Background: an optimization exercise with open tools, aiming at small area, a short achievable clock period and few clock cycles. Do not read the settings as production practice.
Function was checked by simulation only, so behaviour that the tests miss may differ from the original.
Power figures rest on the tool's default switching activity, not on a simulated workload.

==> inputs of v24 <==
## sort_avalon
module sort_avalon #(
  parameter DWIDTH      = 16,
  parameter MAX_PKT_LEN = 64
)(
  input logic               clk_i,
  input logic               srst_i,
  input  logic              src_ready_i,
  input  logic [DWIDTH-1:0] snk_data_i,
  input  logic              snk_valid_i,
  input  logic              snk_startofpacket_i,
  input  logic              snk_endofpacket_i,
  output logic [DWIDTH-1:0] src_data_o,
  output logic              src_valid_o,
  output logic              src_startofpacket_o,
  output logic              src_endofpacket_o,
  output logic              snk_ready_o
);
==> module sort_avalon, before the edit <==
module sort_avalon #(
  parameter DWIDTH      = 16,
  parameter MAX_PKT_LEN = 64
)(
  input logic               clk_i,
  input logic               srst_i,
  input  logic              src_ready_i,
  input  logic [DWIDTH-1:0] snk_data_i,
  input  logic              snk_valid_i,
  input  logic              snk_startofpacket_i,
  input  logic              snk_endofpacket_i,
  output logic [DWIDTH-1:0] src_data_o,
  output logic              src_valid_o,
  output logic              src_startofpacket_o,
  output logic              src_endofpacket_o,
  output logic              snk_ready_o
);
localparam N  = MAX_PKT_LEN;
localparam CW = $clog2(MAX_PKT_LEN) + 1;
logic [DWIDTH-1:0] y, x;
logic [DWIDTH-1:0] ny;      
logic              y_v, y_eop, x_v, x_eop;
logic [DWIDTH-1:0] key [N-1:0];
logic [N-1:0]      g;       
logic [N-1:0]      cmp;     
logic              cmp_x;   
logic              cmp_in;  
logic              valid;   
logic [N-1:0]      e;       
logic [CW-1:0]     occ;     
logic [CW-1:0]     ncomp;   
logic              first;   
logic [N:0]        gt;      
logic              pop;
logic              valid_n;
logic              m_ins, m_both, m_pop;  
logic [CW-1:0]     occ_n, ncomp_n;
logic [N:0]        used_n;  
logic [N-1:0]      done_n;  
logic              sop_o, eop_o;
logic              e_n0;    
always_ff @( posedge clk_i )
  begin
    if( srst_i )
      begin
        y_v         <= 1'b0;
        x_v         <= 1'b0;
        snk_ready_o <= 1'b0;
      end
    else
      begin
        y_v         <= snk_valid_i && snk_ready_o;
        x_v         <= y_v;
        snk_ready_o <= 1'b1;
      end
    y     <= snk_data_i;
    y_eop <= snk_endofpacket_i;
    x     <= y;
    x_eop <= y_eop;
    cmp_x <= cmp_in;
  end
assign pop     = valid;
assign valid_n = ( x_v && x_eop ) || ( ncomp[CW-1:1] != '0 );
assign occ_n   = ( x_v && !pop ) ? ( occ + 1'b1 ) : ( !x_v && pop ) ? ( occ - 1'b1 ) : occ;
assign ncomp_n = ( x_v && x_eop ) ? occ_n : pop ? ( ncomp - 1'b1 ) : ncomp;
always_ff @( posedge clk_i )
  begin
    if( srst_i )
      begin
        occ    <= '0;
        ncomp  <= '0;
        first  <= 1'b1;
        valid  <= 1'b0;
        m_ins  <= 1'b0;
        m_both <= 1'b0;
        m_pop  <= 1'b0;
        sop_o  <= 1'b0;
        eop_o  <= 1'b0;
      end
    else
      begin
        occ <= occ_n;
        ncomp <= ncomp_n;
        valid <= valid_n;
        m_ins  <= y_v && !valid_n;
        m_both <= y_v && valid_n;
        m_pop  <= !y_v && valid_n;
        if( pop )
          first <= e[0];
        sop_o <= valid_n && ( pop ? e[0] : first );
        eop_o <= valid_n && e_n0;
      end
  end
assign ny = ~y;
sort_avalon_lt #( .W( DWIDTH ) ) u_cmp_in ( .na_i( ~snk_data_i ), .b_i( y ), .lt_o( cmp_in ) );
genvar i;
generate
  for( i = 0; i < N; i++ ) begin : g_cmp
    assign used_n[i] = ( occ_n > CW'(i) );
    assign done_n[i] = ( ncomp_n > CW'(i) );
    sort_avalon_lt #( .W( DWIDTH ) ) u_cmp ( .na_i( ny ), .b_i( key[i] ), .lt_o( cmp[i] ) );
    assign gt[i]     = g[i];
  end
endgenerate
assign gt[N]     = 1'b1;
assign used_n[N] = 1'b0;
generate
  for( i = 0; i < N; i++ ) begin : g_cell
    logic              gl, gr;
    logic [DWIDTH+1:0] q_l, q_x, q_r, q_h, d_n;
    logic              sel_l, sel_x, sel_r, sel_h;
    logic              e_n;
    if( i == 0 ) begin : g_lo
      assign gl  = 1'b0;
      assign q_l = '0;
    end else begin : g_lm
      assign gl  = gt[i-1];
      assign q_l = { cmp[i-1], e[i-1], key[i-1] };
    end
    if( i == N-1 ) begin : g_hi
      assign q_r = '0;
    end else begin : g_hm
      assign q_r = { cmp[i+1], e[i+1], key[i+1] };
    end
    assign gr  = gt[i+1];
    assign q_x = { cmp_x, 1'b0, x };
    assign q_h = { cmp[i], e[i], key[i] };
    assign sel_l = m_ins && gt[i] && gl;
    assign sel_x = ( m_both && gr && !gt[i] ) || ( m_ins && gt[i] && !gl );
    assign sel_r = m_pop || ( m_both && !gr );
    assign sel_h = !( sel_l || sel_x || sel_r );
    assign d_n = ( {(DWIDTH+2){sel_l}} & q_l ) | ( {(DWIDTH+2){sel_x}} & q_x ) |
                 ( {(DWIDTH+2){sel_r}} & q_r ) | ( {(DWIDTH+2){sel_h}} & q_h );
    assign e_n = d_n[DWIDTH] || ( x_v && x_eop && used_n[i] && !used_n[i+1] );
    always_ff @( posedge clk_i )
      begin
        key[i] <= d_n[DWIDTH-1:0];
        e[i]   <= e_n;
        if( srst_i )
          g[i] <= 1'b1;
        else
          g[i] <= !used_n[i] || ( !done_n[i] && d_n[DWIDTH+1] );
      end
  end
endgenerate
assign src_data_o          = key[0];
assign src_valid_o         = valid;
assign src_startofpacket_o = sop_o;
assign src_endofpacket_o   = eop_o;
assign e_n0                = g_cell[0].e_n;
endmodule
==> flow/config.mk <==
export PLATFORM = sky130hd
export DESIGN_NAME = sort_avalon
export DESIGN_NICKNAME = sort_avalon
export VERILOG_FILES = /design/flow/design.v
export SDC_FILE = /design/flow/constraint.sdc
export NUM_CORES = 4
export LEC_CHECK = 0
export CAP_MARGIN = 20
export CORE_MARGIN = 2
export CORE_UTILIZATION = 40
export CTS_CLUSTER_DIAMETER = 80
export CTS_CLUSTER_SIZE = 30
export SETUP_SLACK_MARGIN = 3.9
export SLEW_MARGIN = 20
export SYNTH_HIERARCHICAL = 1
export SYNTH_MINIMUM_KEEP_SIZE = 0
export TNS_END_PERCENT = 10
==> flow/constraint.sdc <==
create_clock -name core_clock -period 6.666 [get_ports {clk_i}]
set_input_delay 1.3332 -clock core_clock [delete_from_list [all_inputs] [get_ports {clk_i}]]
set_output_delay 1.3332 -clock core_clock [all_outputs]
set_load 0.01 [all_outputs]
standard.sh (not shown) runs the stock make flow with config.mk's settings and CLKGATE_MAP_FILE= SYNTH_SCRIPT=/design/flow/synth_recipe.tcl, a recipe that flattens the netlist after the stock synthesis.
==> flow/flow/run.sh <==
#!/bin/bash
# The standard layout, except that the ports get buf_4 buffers (not the
# slow delay-cell buffers the resizer picks by default) and timing repair may
# resize cells across footprints. Synthesis is the standard one.
set -euo pipefail
bash standard.sh synth > synth.log 2>&1
export BUFFER_PORTS_ARGS="-buffer_cell sky130_fd_sc_hd__buf_4"
bash standard.sh MATCH_CELL_FOOTPRINT=0 finish > layout.log 2>&1
==> v23: changes against v24 <==
--- a/flow/design.v
+++ b/flow/design.v
@@ -19,2 +19,4 @@
 localparam CW = $clog2(MAX_PKT_LEN) + 1;
+localparam GS = 8;                       
+localparam NG = ( N + GS - 1 ) / GS;     
 logic [DWIDTH-1:0] y, x;
@@ -35,3 +37,4 @@
 logic              valid_n;
-logic              m_ins, m_both, m_pop;  
+logic [NG-1:0]     m_pop;   
+logic [NG-1:0]     m_ins;   
 logic [CW-1:0]     occ_n, ncomp_n;
@@ -73,5 +76,4 @@
         valid  <= 1'b0;
-        m_ins  <= 1'b0;
-        m_both <= 1'b0;
-        m_pop  <= 1'b0;
+        m_ins  <= '0;
+        m_pop  <= '0;
         sop_o  <= 1'b0;
@@ -84,5 +86,7 @@
         valid <= valid_n;
-        m_ins  <= y_v && !valid_n;
-        m_both <= y_v && valid_n;
-        m_pop  <= !y_v && valid_n;
+        for( int k = 0; k < NG; k++ )
+          begin
+            m_pop[k] <= valid_n && ( occ_n > CW'(GS*k) );
+            m_ins[k] <= y_v && !valid_n && ( occ_n >= CW'(GS*k) );
+          end
         if( pop )
@@ -104,3 +108,3 @@
 endgenerate
-assign gt[N]     = 1'b1;
+assign gt[N]     = x_v;
 assign used_n[N] = 1'b0;
@@ -127,5 +131,5 @@
     assign q_h = { cmp[i], e[i], key[i] };
-    assign sel_l = m_ins && gt[i] && gl;
-    assign sel_x = ( m_both && gr && !gt[i] ) || ( m_ins && gt[i] && !gl );
-    assign sel_r = m_pop || ( m_both && !gr );
+    assign sel_l = m_ins[i/GS] && gt[i] && gl;
+    assign sel_x = ( m_pop[i/GS] && gr && !gt[i] ) || ( m_ins[i/GS] && gt[i] && !gl );
+    assign sel_r = m_pop[i/GS] && !gr;
     assign sel_h = !( sel_l || sel_x || sel_r );
@@ -139,5 +143,5 @@
         if( srst_i )
-          g[i] <= 1'b1;
+          g[i] <= 1'b0;
         else
-          g[i] <= !used_n[i] || ( !done_n[i] && d_n[DWIDTH+1] );
+          g[i] <= y_v && ( !used_n[i] || ( !done_n[i] && d_n[DWIDTH+1] ) );
       end
CELL_PAD_IN_SITES_DETAIL_PLACEMENT = 1   (was not set)
CELL_PAD_IN_SITES_GLOBAL_PLACEMENT = 1   (was not set)
PLACE_DENSITY = 0.5   (was not set)
==> run summary <==
In area after synthesis, v24 and v23 hardly differ.
Against v24, the flip-flop and latch count of v23 is higher by 13.
Between v23 and v24, the lower combinational power is in v23 (gap 13%, measured against v24).
Between v23 and v24, the lower utilization is in v24 (gap 0.71 points).
Of v23 and v24, v23 has the higher critical path depth (gap 1).
Between v24 and v23, the lower routed wire length is in v24 (gap about 17%, measured against v23).
v24 went through all stages and came out clean. v23 finished with timing, DRC and antenna clean.
Against v24, the setup slack of v23 is higher by 0.0022 ns.
Of v24 and v23, v23 has the higher global-route usage (gap 5.4 points).
Of v23 and v24, v23 has the higher cell area (gap 1.6%, measured against v24).
Testbench counts of v24, summed over its fixed seeds: cycles 6,545.
Testbench counts of v23, summed over its fixed seeds: cycles 6,545.

-- what the ideal ports hide --
The flow's constraints put no driver on any port. The routed layouts listed below were extracted and timed again, unchanged, in two steps. Step 1: set_driving_cell puts a clkbuf_16 on clk_i and a buf_2 on each other input, an assumption about the parent block. Step 2 moves the port delays by t, midway between the first and last clock arrival at a register: inputs arrive t later, outputs are due t later. That takes back most of the time a late clock gives input paths. Three values: ideal ports, drivers, drivers and shift; two values: the first two.
| run | t (ns) | setup WS [ns] | latest minus earliest clock arrival (ns) |
|---|---|---|---|
| v24 | 0.827 | 3.725 / 3.725 / 3.359 | 0.049 / 0.049 |
| v23 | 0.877 | 3.727 / 3.682 / 2.805 | 0.043 / 0.044 |
After both steps every run listed still meets setup and hold. For v23, which loses most, drivers alone change the setup slack by -0.045 ns; drivers and shift together by -0.922 ns.
